This is an optimization exercise on Yosys and OpenROAD, whose aim is a short achievable clock period and few clock cycles, not a production implementation. In this exercise RTL edits were held to simulation tests only and were not proved equivalent to the original. Power is estimated from default activity; no workload was simulated.

### flow/constraint.sdc
create_clock -name core_clock -period 16.0 [get_ports {clk}]
set_input_delay 3.2000 -clock core_clock [delete_from_list [all_inputs] [get_ports {clk}]]
set_output_delay 3.2000 -clock core_clock [all_outputs]
set_load 0.01 [all_outputs]
### flow/config.mk
export PLATFORM = sky130hd
export DESIGN_NAME = FemtoRV32
export DESIGN_NICKNAME = FemtoRV32
export VERILOG_FILES = /design/flow/design.v
export SDC_FILE = /design/flow/constraint.sdc
export NUM_CORES = 4
export LEC_CHECK = 0
export CAP_MARGIN = 20
export CORE_MARGIN = 2
export CORE_UTILIZATION = 45
export PLACE_DENSITY = 0.6
export SLEW_MARGIN = 20
### flow/design.v
module FemtoRV32(
	input clk,
	output reg [31:0] mem_addr,  
	output [31:0] mem_wdata,  
	output [3:0] mem_wmask,  
	input [31:0] mem_rdata,  
	output mem_rstrb,  
	input mem_rbusy,  
	input mem_wbusy,  
	input reset,  
	output reg trap,
	output reg [3:0] trap_cause
	);
	parameter RESET_ADDR = 32'h00000000;
	parameter NUM_PMP_ENTRIES = 4;  
	reg [31:0] pmpcfg    [0:0];   
	reg [31:0] pmpaddr   [3:0];   
	wire [7:0] pmpcfg_entry [3:0];   
	genvar i;
	integer j, k;   
	generate
		for(i = 0; i < 4; i = i + 1) begin : PMP_CFG_DECODE
			assign pmpcfg_entry[i] = pmpcfg[0][8*i +: 8];
		end
	endgenerate
	wire [31:0] pmp_addr = (state == FETCH_INSTR) ? PC : aluPlus;
	wire [31:0] pmp_waddr = {2'b00, pmp_addr[31:2]};
	reg [2:0] pmp_priv;
	reg [31:0] napot_mask;
	always @(*) begin
		pmp_priv = 3'b000;  
		napot_mask = 32'b0;
		for(j = 0; j < NUM_PMP_ENTRIES; j = j + 1) begin
			case(pmpcfg_entry[j][4:3])  
				2'b00: begin  
				end
				2'b01: begin  
					if(pmp_waddr >= (j == 0 ? 32'h0 : pmpaddr[j-1]) && 
					   pmp_waddr < pmpaddr[j]) begin
						pmp_priv = pmpcfg_entry[j][2:0];
					end
				end
				2'b10: begin  
					if(pmp_waddr == pmpaddr[j]) begin
						pmp_priv = pmpcfg_entry[j][2:0];
					end
				end
				2'b11: begin  
					napot_mask = pmpaddr[j] ^ (pmpaddr[j] + 32'd1);
					if(((pmp_waddr ^ pmpaddr[j]) & ~napot_mask) == 32'b0) begin
						pmp_priv = pmpcfg_entry[j][2:0];
					end
				end
				default: begin
				end
			endcase
		end
	end
	wire pmp_access_fault = 
		reset && !trap && (   
			(state == FETCH_INSTR && !pmp_priv[2]) ||  
			(state == LOAD && !pmp_priv[0]) ||         
			(state == STORE && !pmp_priv[1])           
		);
	localparam CSR_PMPCFG0  = 12'h3A0;
	localparam CSR_PMPADDR0 = 12'h3B0;
	wire [11:0] csr_addr = instr[31:20];
	wire csr_write = (state == EXECUTE) && isSYSTEM && (funct3Is[1] || funct3Is[2] || funct3Is[3]);
	wire [31:0] csr_wdata = funct3Is[1] ? rs1 :            
				funct3Is[2] ? (rs1 | csr_rdata) :   
				funct3Is[3] ? (~rs1 & csr_rdata) :  
				32'b0;
	wire [31:0] csr_rdata = 
		(csr_addr == CSR_PMPCFG0) ? pmpcfg[0] :
		(csr_addr >= CSR_PMPADDR0 && 
		 csr_addr < CSR_PMPADDR0 + NUM_PMP_ENTRIES) ? 
			pmpaddr[csr_addr[1:0]] :   
		32'b0;
	always @(posedge clk) begin
		if (!reset) begin
			pmpcfg[0] <= {24'b0, 8'b00011111};   
			pmpaddr[0] <= 32'hFFFFFFFF;   
			for(k = 1; k < NUM_PMP_ENTRIES; k = k + 1)
				pmpaddr[k] <= 32'b0;
			for(k = 1; k < NUM_PMP_ENTRIES/4; k = k + 1)
				pmpcfg[k] <= 32'b0;
		end else if (csr_write) begin
			if(csr_addr == CSR_PMPCFG0)
				pmpcfg[0] <= csr_wdata;
			else if(csr_addr >= CSR_PMPADDR0 && 
				csr_addr < CSR_PMPADDR0 + NUM_PMP_ENTRIES)
				pmpaddr[csr_addr[1:0]] <= csr_wdata;   
		end
	end
	wire [4:0] rdId = instr[11:7];
	(* onehot *)
	wire [7:0] funct3Is = 8'b00000001 << instr[14:12];
	wire [31:0] Uimm = {	instr[31],	instr[30:12], {12{1'b0}}};
	wire [31:0] Iimm = {{21{instr[31]}},	instr[30:20]};
	/*verilator lint_off UNUSED*/  
	wire [31:0] Simm = {{21{instr[31]}}, instr[30:25], instr[11:7]};
	wire [31:0] Bimm = {{20{instr[31]}}, instr[7], instr[30:25], instr[11:8], 1'b0};
	wire [31:0] Jimm = {{12{instr[31]}}, instr[19:12], instr[20], instr[30:21], 1'b0};
	/*verilator lint_on UNUSED*/
	wire isLoad    = (instr[6:2] == 5'b00000);  
	wire isALUimm  = (instr[6:2] == 5'b00100);  
	wire isStore   = (instr[6:2] == 5'b01000);  
	wire isALUreg  = (instr[6:2] == 5'b01100);  
	wire isSYSTEM  = (instr[6:2] == 5'b11100);  
	wire isJAL     = (instr[6:2] == 5'b11011);  
	wire isJALR    = (instr[6:2] == 5'b11001);  
	wire isLUI     = (instr[6:2] == 5'b01101);  
	wire isAUIPC   = (instr[6:2] == 5'b00101);  
	wire isBranch  = (instr[6:2] == 5'b11000);  
	wire isALU = isALUimm | isALUreg;
	reg [31:0] rs1;
	reg [31:0] rs2;
	(* no_rw_check *)
	reg [31:0] registerFile [31:0];
	always @(posedge clk) begin
	    if (writeBack)
		if (rdId != 0)
		    registerFile[rdId] <= writeBackData;
	end
	wire [31:0] aluIn1 = rs1;
	wire [31:0] aluIn2 = isALUreg | isBranch ? rs2 : isStore ? Simm : Iimm;
	reg  [31:0] aluReg;      
	reg  [4:0]  aluShamt;    
	wire aluBusy = |aluShamt;  
	wire aluWr;                
	wire [31:0] aluPlus = aluIn1 + aluIn2;
	wire [32:0] aluMinus = {1'b1, ~aluIn2} + {1'b0, aluIn1} + 33'b1;
	wire        LT  = (aluIn1[31] ^ aluIn2[31]) ? aluIn1[31] : aluMinus[32];
	wire        LTU = aluMinus[32];
	wire        EQ  = (aluMinus[31:0] == 0);
	wire [31:0] aluOut =
	    (funct3Is[0] ? (instr[30] & instr[5] ? aluMinus[31:0] : aluPlus) : 32'b0) |
	    (funct3Is[2] ? {31'b0, LT}  : 32'b0) |
	    (funct3Is[3] ? {31'b0, LTU} : 32'b0) |
	    (funct3Is[4] ? aluIn1 ^ aluIn2 : 32'b0) |
	    (funct3Is[6] ? aluIn1 | aluIn2 : 32'b0) |
	    (funct3Is[7] ? aluIn1 & aluIn2 : 32'b0) |
	    (funct3IsShift ? aluReg : 32'b0);
	wire funct3IsShift = funct3Is[1] | funct3Is[5];
	assign aluWr = (state == EXECUTE) && isALU && funct3IsShift;
	always @(posedge clk) begin
		if (aluWr) begin
			aluReg   <= aluIn1;
			aluShamt <= aluIn2[4:0];
		end else if (aluShamt != 0) begin
			aluShamt <= aluShamt - 1;
			case (1'b1)
				funct3Is[1]: aluReg <= {aluReg[30:0], 1'b0};                     
				funct3Is[5]: aluReg <= {(instr[30] & aluReg[31]), aluReg[31:1]};  
				default: aluReg <= aluReg;   
			endcase
		end
	end
	reg [31:0] PC;
	reg [31:0] instr;
	reg [2:0] state;
	localparam FETCH_INSTR = 0;
	localparam WAIT_INSTR = 1;
	localparam DECODE     = 2;
	localparam EXECUTE    = 3;
	localparam WAIT_ALU   = 4;
	localparam LOAD       = 5;
	localparam WAIT_LOAD  = 6;
	localparam STORE      = 7;
	wire [31:0] nextPC = (isJAL || (isBranch && takeBranch)) ? PC + (isJAL ? Jimm : Bimm) :
			     isJALR ? {aluPlus[31:1], 1'b0} :
			     PC + 4;
	wire takeBranch = isBranch && (
		(funct3Is[0] &&  EQ)  ||  
		(funct3Is[1] && !EQ)  ||  
		(funct3Is[4] &&  LT)  ||  
		(funct3Is[5] && !LT)  ||  
		(funct3Is[6] &&  LTU) ||  
		(funct3Is[7] && !LTU)     
	);
	always @(posedge clk) begin
		if (!reset) begin
			PC    <= RESET_ADDR;
			state <= FETCH_INSTR;
			trap <= 0;
			trap_cause <= 4'b0;
		end else if (!trap) begin
			case (state)
				FETCH_INSTR: begin
					mem_addr <= PC;
					if (!mem_rbusy) begin
						state <= WAIT_INSTR;
					end
				end
				WAIT_INSTR: begin
					if (!mem_rbusy) begin
						instr <= mem_rdata;
						state <= DECODE;
					end
				end
				DECODE: begin
					rs1 <= (instr[19:15] == 5'd0) ? 32'b0 : registerFile[instr[19:15]];
					rs2 <= (instr[24:20] == 5'd0) ? 32'b0 : registerFile[instr[24:20]];
					state <= EXECUTE;
				end
				EXECUTE: begin
					if (isALU && funct3IsShift) begin
						state <= WAIT_ALU;
					end else if (isLoad) begin
						state <= LOAD;
					end else if (isStore) begin
						mem_addr <= aluPlus;
						state <= STORE;
					end else begin
						PC <= nextPC;
						state <= FETCH_INSTR;
					end
				end
				WAIT_ALU: begin
					if (!aluBusy) begin
						PC <= nextPC;
						state <= FETCH_INSTR;
					end
				end
				LOAD: begin
					mem_addr <= aluPlus;
					if (!mem_rbusy) begin
						state <= WAIT_LOAD;
					end
				end
				WAIT_LOAD: begin
					if (!mem_rbusy) begin
						PC <= nextPC;
						state <= FETCH_INSTR;
					end
				end
				STORE: begin
					if (!mem_wbusy) begin
						PC <= nextPC;
						state <= FETCH_INSTR;
					end
				end
				default: begin
					state <= FETCH_INSTR;
				end
			endcase
			if (pmp_access_fault) begin
				trap <= 1;
				trap_cause <= (state == FETCH_INSTR) ? 4'h1 :   
							 (state == LOAD)         ? 4'h5 :   
							 (state == STORE)        ? 4'h7 :   
													4'h0;
				state <= FETCH_INSTR;   
			end
		end
	end
	assign mem_rstrb = ((state == WAIT_INSTR) || (state == WAIT_LOAD)) && reset && !trap;
	wire [31:0] loadWord = mem_rdata >> (8 * mem_addr[1:0]);  
	wire [31:0] loadData =
		funct3Is[0] ? {{24{loadWord[7]}},  loadWord[7:0]} :   
		funct3Is[1] ? {{16{loadWord[15]}}, loadWord[15:0]} :  
		funct3Is[2] ? mem_rdata :                              
		funct3Is[4] ? {24'b0, loadWord[7:0]} :                
		funct3Is[5] ? {16'b0, loadWord[15:0]} :               
		32'b0;
	assign mem_wmask =
		(state == STORE && reset && !trap && !pmp_access_fault) ?
		(funct3Is[0] ? (4'b0001 << aluPlus[1:0]) :   
		 funct3Is[1] ? (4'b0011 << aluPlus[1:0]) :   
		 funct3Is[2] ? 4'b1111 :                      
		 4'b0000) : 4'b0000;
	wire [31:0] storeData = 
		funct3Is[0] ? {4{rs2[7:0]}} :    
		funct3Is[1] ? {2{rs2[15:0]}} :   
		rs2;                             
	assign mem_wdata = storeData << (8 * aluPlus[1:0]);
	wire [31:0] writeBackData =
		isLoad ? loadData :
		isJAL || isJALR ? PC + 4 :
		isLUI ? Uimm :
		isAUIPC ? PC + Uimm :
		isSYSTEM ? csr_rdata :
		aluOut;
	wire writeBack = (state == EXECUTE && !isStore && !isLoad && !isBranch) ||
			(state == WAIT_ALU && !aluBusy) ||
			(state == WAIT_LOAD && !mem_rbusy);
endmodule
### flow/run.sh
#!/bin/bash
# synth_recipe.tcl (not shown) runs the flow's synth.tcl, then flattens the netlist and writes it again
# the make line also repeats each setting of config.mk as NAME=value (left out here)
make -C /OpenROAD-flow-scripts/flow DESIGN_CONFIG=/design/flow/config.mk WORK_HOME=/design/flow/orfs CLKGATE_MAP_FILE= SYNTH_SCRIPT=/design/flow/synth_recipe.tcl finish
==> results.txt <==
==> worst max-delay path: cells and delay by family, from the launching register on <==
family	cells	cell delay, ns
and+or+nand+nor	13	4.16
DFF	1	0.49
buffers and inverters	4	1.26
adders and majority gates	2	0.72
xor gates and xnor gates	1	0.53
AOI/OAI and AO/OA	12	3.27
==> worst max path at each step <==
stage | from | endpoint | slack, ns
3_3_place_gp | instr[3] | mem_wmask[0] | 2.73
6_report | instr[6] | mem_wmask[0] | 1.52
2_1_floorplan | instr[5] | mem_wmask[0] | 4.97
3_5_place_dp | instr[3] | mem_wmask[0] | 2.53
5_1_grt | instr[6] | mem_wmask[0] | 1.02
4_1_cts | instr[6] | mem_wmask[0] | 1.62
==> flip-flops by register name (all words and copies together), names as in the netlist, named ones only <==
register / count
rs1: 32
state: 3
instr: 30
PC: 31
mem_addr: 32
rs2: 32
trap: 1
aluShamt: 5
aluReg: 32
pmpcfg: 32
trap_cause: 3
pmpaddr: 128
registerFile: 1024
==> Yosys cell counts, drive strengths merged (49+ instances only) <==
library cell,number
a211oi,66
nand3,82
edfxtp,1315
buf,101
inv,282
nor2b,49
mux4,672
nor3,87
a31oi,88
xnor2,98
ha,277
nor2,504
dfxtp,72
nand2,513
a21o,100
nand4,52
nand2b,62
o211ai,66
clkbuf,314
a21oi,332
o21ai,298
mux2i,85
==> metal layers <==
metal | global-route usage [%] | share of wire, % | vias to the layer above
met2 | 54.0 | 45 | 3763
li1 | - | - | 24300
met3 | 7.97 | 10 | 801
met5 | 0 | 0.040 | -
met1 | 45.3 | 37 | 30200
met4 | 22.4 | 7.5 | 15
==> power groups by stage <==
stage	combinational, mW	sequential [mW]	clock (mW)
4_1_cts	0.316	4.00	3.56
3_5_place_dp	0.315	4.08	0
2_1_floorplan	0.183	4.06	0
3_3_place_gp	0.313	4.08	0
6_report	0.322	4.00	3.51
5_1_grt	0.342	4.00	3.69
==> placed cells by master (no fill, tap or decap), drive strengths merged, types with 17 or more instances in the layout <==
master / n
edfxtp: 1315
mux4: 672
nand2: 513
nor2: 504
a21oi: 332
o21ai: 298
inv: 287
ha: 277
buf: 223
clkbuf: 192
clkdlybuf4s50: 107
a21o: 100
xnor2: 98
a31oi: 88
nor3: 87
mux2i: 85
nand3: 82
dfxtp: 72
clkinv: 71
o211ai: 66
a211oi: 66
nand2b: 62
nand4: 52
nor2b: 49
nor4: 44
and3: 38
a22o: 36
xor2: 35
conb: 33
a22oi: 31
a221oi: 30
o22ai: 29
o21a: 23
or2: 21
o21bai: 20
or3: 20
a2111oi: 18
a41oi: 17
and2: 17
==> cell families after synthesis <==
family          after synthesis  synth area share [%]
fa+ha+maj                   281                  4.43
other cells                   1               0.00469
buf+inv                     704                  3.36
xor+xnor                    133                  1.46
flops                      1387                  51.1
simple gates               1552                  8.89
compound gates             1298                  10.5
mux                         773                  20.2
==> stage by stage <==
stage          cell area [µm²]  power, mW  hold WS [ns]
2_1_floorplan            80100       4.25         0.455
3_3_place_gp             84800       4.39         0.444
3_5_place_dp             84800       4.39         0.468
4_1_cts                  89800       7.87         0.481
5_1_grt                  89800       8.04         0.499
6_report                 89800       7.83         0.475
==> layout make-up <==
type / count / area [µm²] / area share, %
Sequential cell: 1387 / 40900 / 45.6
Multi-Input combinational cell: 4070 / 37100 / 41.3
Clock buffer: 192 / 4050 / 4.51
Tap cell: 2340 / 2930 / 3.26
Timing Repair Buffer: 330 / 2820 / 3.14
Inverter: 289 / 1080 / 1.21
Clock inverter: 86 / 911 / 1.01
Antenna cell: 12 / 30.0 / 0.0334
==> qor.yml <==
ir_drop_mv: 0.0928
synth-async-reset-ratio_pct: 0
cts-buffers-inserted: 153
hold_path.class: "flip-flop to flip-flop"
skew_ns: 0.0567
fin_crit_ns: 14.48
max_freq_ghz: 0.0690
die_w_um: 426
dieArea_mm2: 0.181
portBuffers: 108
internal-power_mw: 6.07
drive_gt1_share_pct: 19.8
yosysTopAreaCellShare_pct: 49.3
status: "timing/DRC/antenna clean"
drt-total-wl_mm: 321
worstHoldPathCells: 2
crit_path_max_incr_delay_ns: 0.87
io_pins: 110
antenna_found_initial: 14
yosys.area.top_type: "edfxtp_1"
grt_pass1_vias: 57100
slew_headroom_pct: 13.7
wl_per_cell_um: 36.9
power_frac_clock_pct: 44.8
critPathMaxFanout: 38
cts_sinks: 1387
post_cts_buffers: 0
area_delta_synth_final_pct: 12.2
post-route-period-util_pct: 90.5
grt-ovfl-total: 0
rows: 154
r2r-end: "state[0]"
dieHeight_um: 426
maxCapViolations: 0
p_per_area_mw_per_mm2: 87.2
netlist_area_mm2: 0.0800
rrSetupSlack_ns: 5.75
drtIter0Drc: 8532
power_frac_comb_pct: 4.1
num_vias: 59100
arrival_ns: 11.28
yosysUniqueCellTypes: 99
cts_resized: 0
cp.required_ns: 12.80
synth_area_leaders: "edfxtp_1 49%, mux4_2 19%, ha_1 4.3%"
power_leakage_nw: 31.4
synth_edf_count: 1315
p_seq_share_pct: 51.1
syn_area_per_cell_um2: 13.1
yosysSeqAreaShare_pct: 51.1
cts.clk_slew.worst_paths_ns: 0.06
cp-end-kind: "output port"
gp_congestion: 1.06
hold_start: "trap_cause[0]"
vias_per_cell: 6.79
crit_path_start_kind: "flip-flop"
ctsHtreeMaxLevel: 4
clk_latency_ns: 0.83
layoutNonFillerInstCount: 8706
dpl.cell_count: 8415
slew_violations: 0
dr.pass1.iters: 6
p_sw_share_pct: 22.4
hpwl_mm: 216
grt_pass1_wl_mm: 443
drtAntennaViolNets: 0
holdPathEnd: "trap_cause[0]"
r2r_cells: 32
rsz0062_at_grt: "false"
final_util_pct: 50.9
clock_path_buffers: 3
slowest_stage: "or4_1"
root_buffer: "clkbuf_16"
grt_max_degree: 125
initial_core_util_pct: 45.3
hold_viol_final: 0
path_class: "flip-flop to output port"
core_area_mm2: 0.176
cts_hold_buf: 0
synth_cells: 6129
finalSetupViolations: 0
drcViolationCount: 0
timing.final.ws_setup_ns: 1.52
dp_slack_ns: 2.53
setup_tns_ns: 0
ys_ff_latch: 1387
ys_warn_count: 2
nNetsFinal: 6548
r2r_start: "instr[6]"
grt_use_total_pct: 35.2
n_fill_cell: 15100
switchingPower_mw: 1.76
cts_tree: "built"
ys.flop_type: "edfxtp_1"
tightest_slew_ns: 1.28
Testbench counts, summed over its fixed seeds: cycles 248,748.

-- separate check: timing with driven ports --
How much do the figures lean on ideal ports? The routed layout below was timed once more, with nothing changed but the port constraints.
Step 1, drivers: a clkbuf_16 drives clk and a buf_2 each remaining input, both assumed.
Step 2, shift: input delay + t, output delay - t, t = (earliest + latest rising clock arrival at the registers) / 2. This alone moves slack from input paths to output paths.
Slacks: no drivers / after step 1 / after step 2; pairs: no drivers / after step 1.
t (ns): 0.891
setup slack, ns: 1.516 / 1.425 / 2.316
worst setup path after step 2: register to output
worst slew at a driven data input, ns: 0.10
pins driven straight from the clock port: 1
After both steps this run still meets setup and hold. The setup slack of this run moves by -0.091 ns with the drivers and by +0.800 ns with both steps.
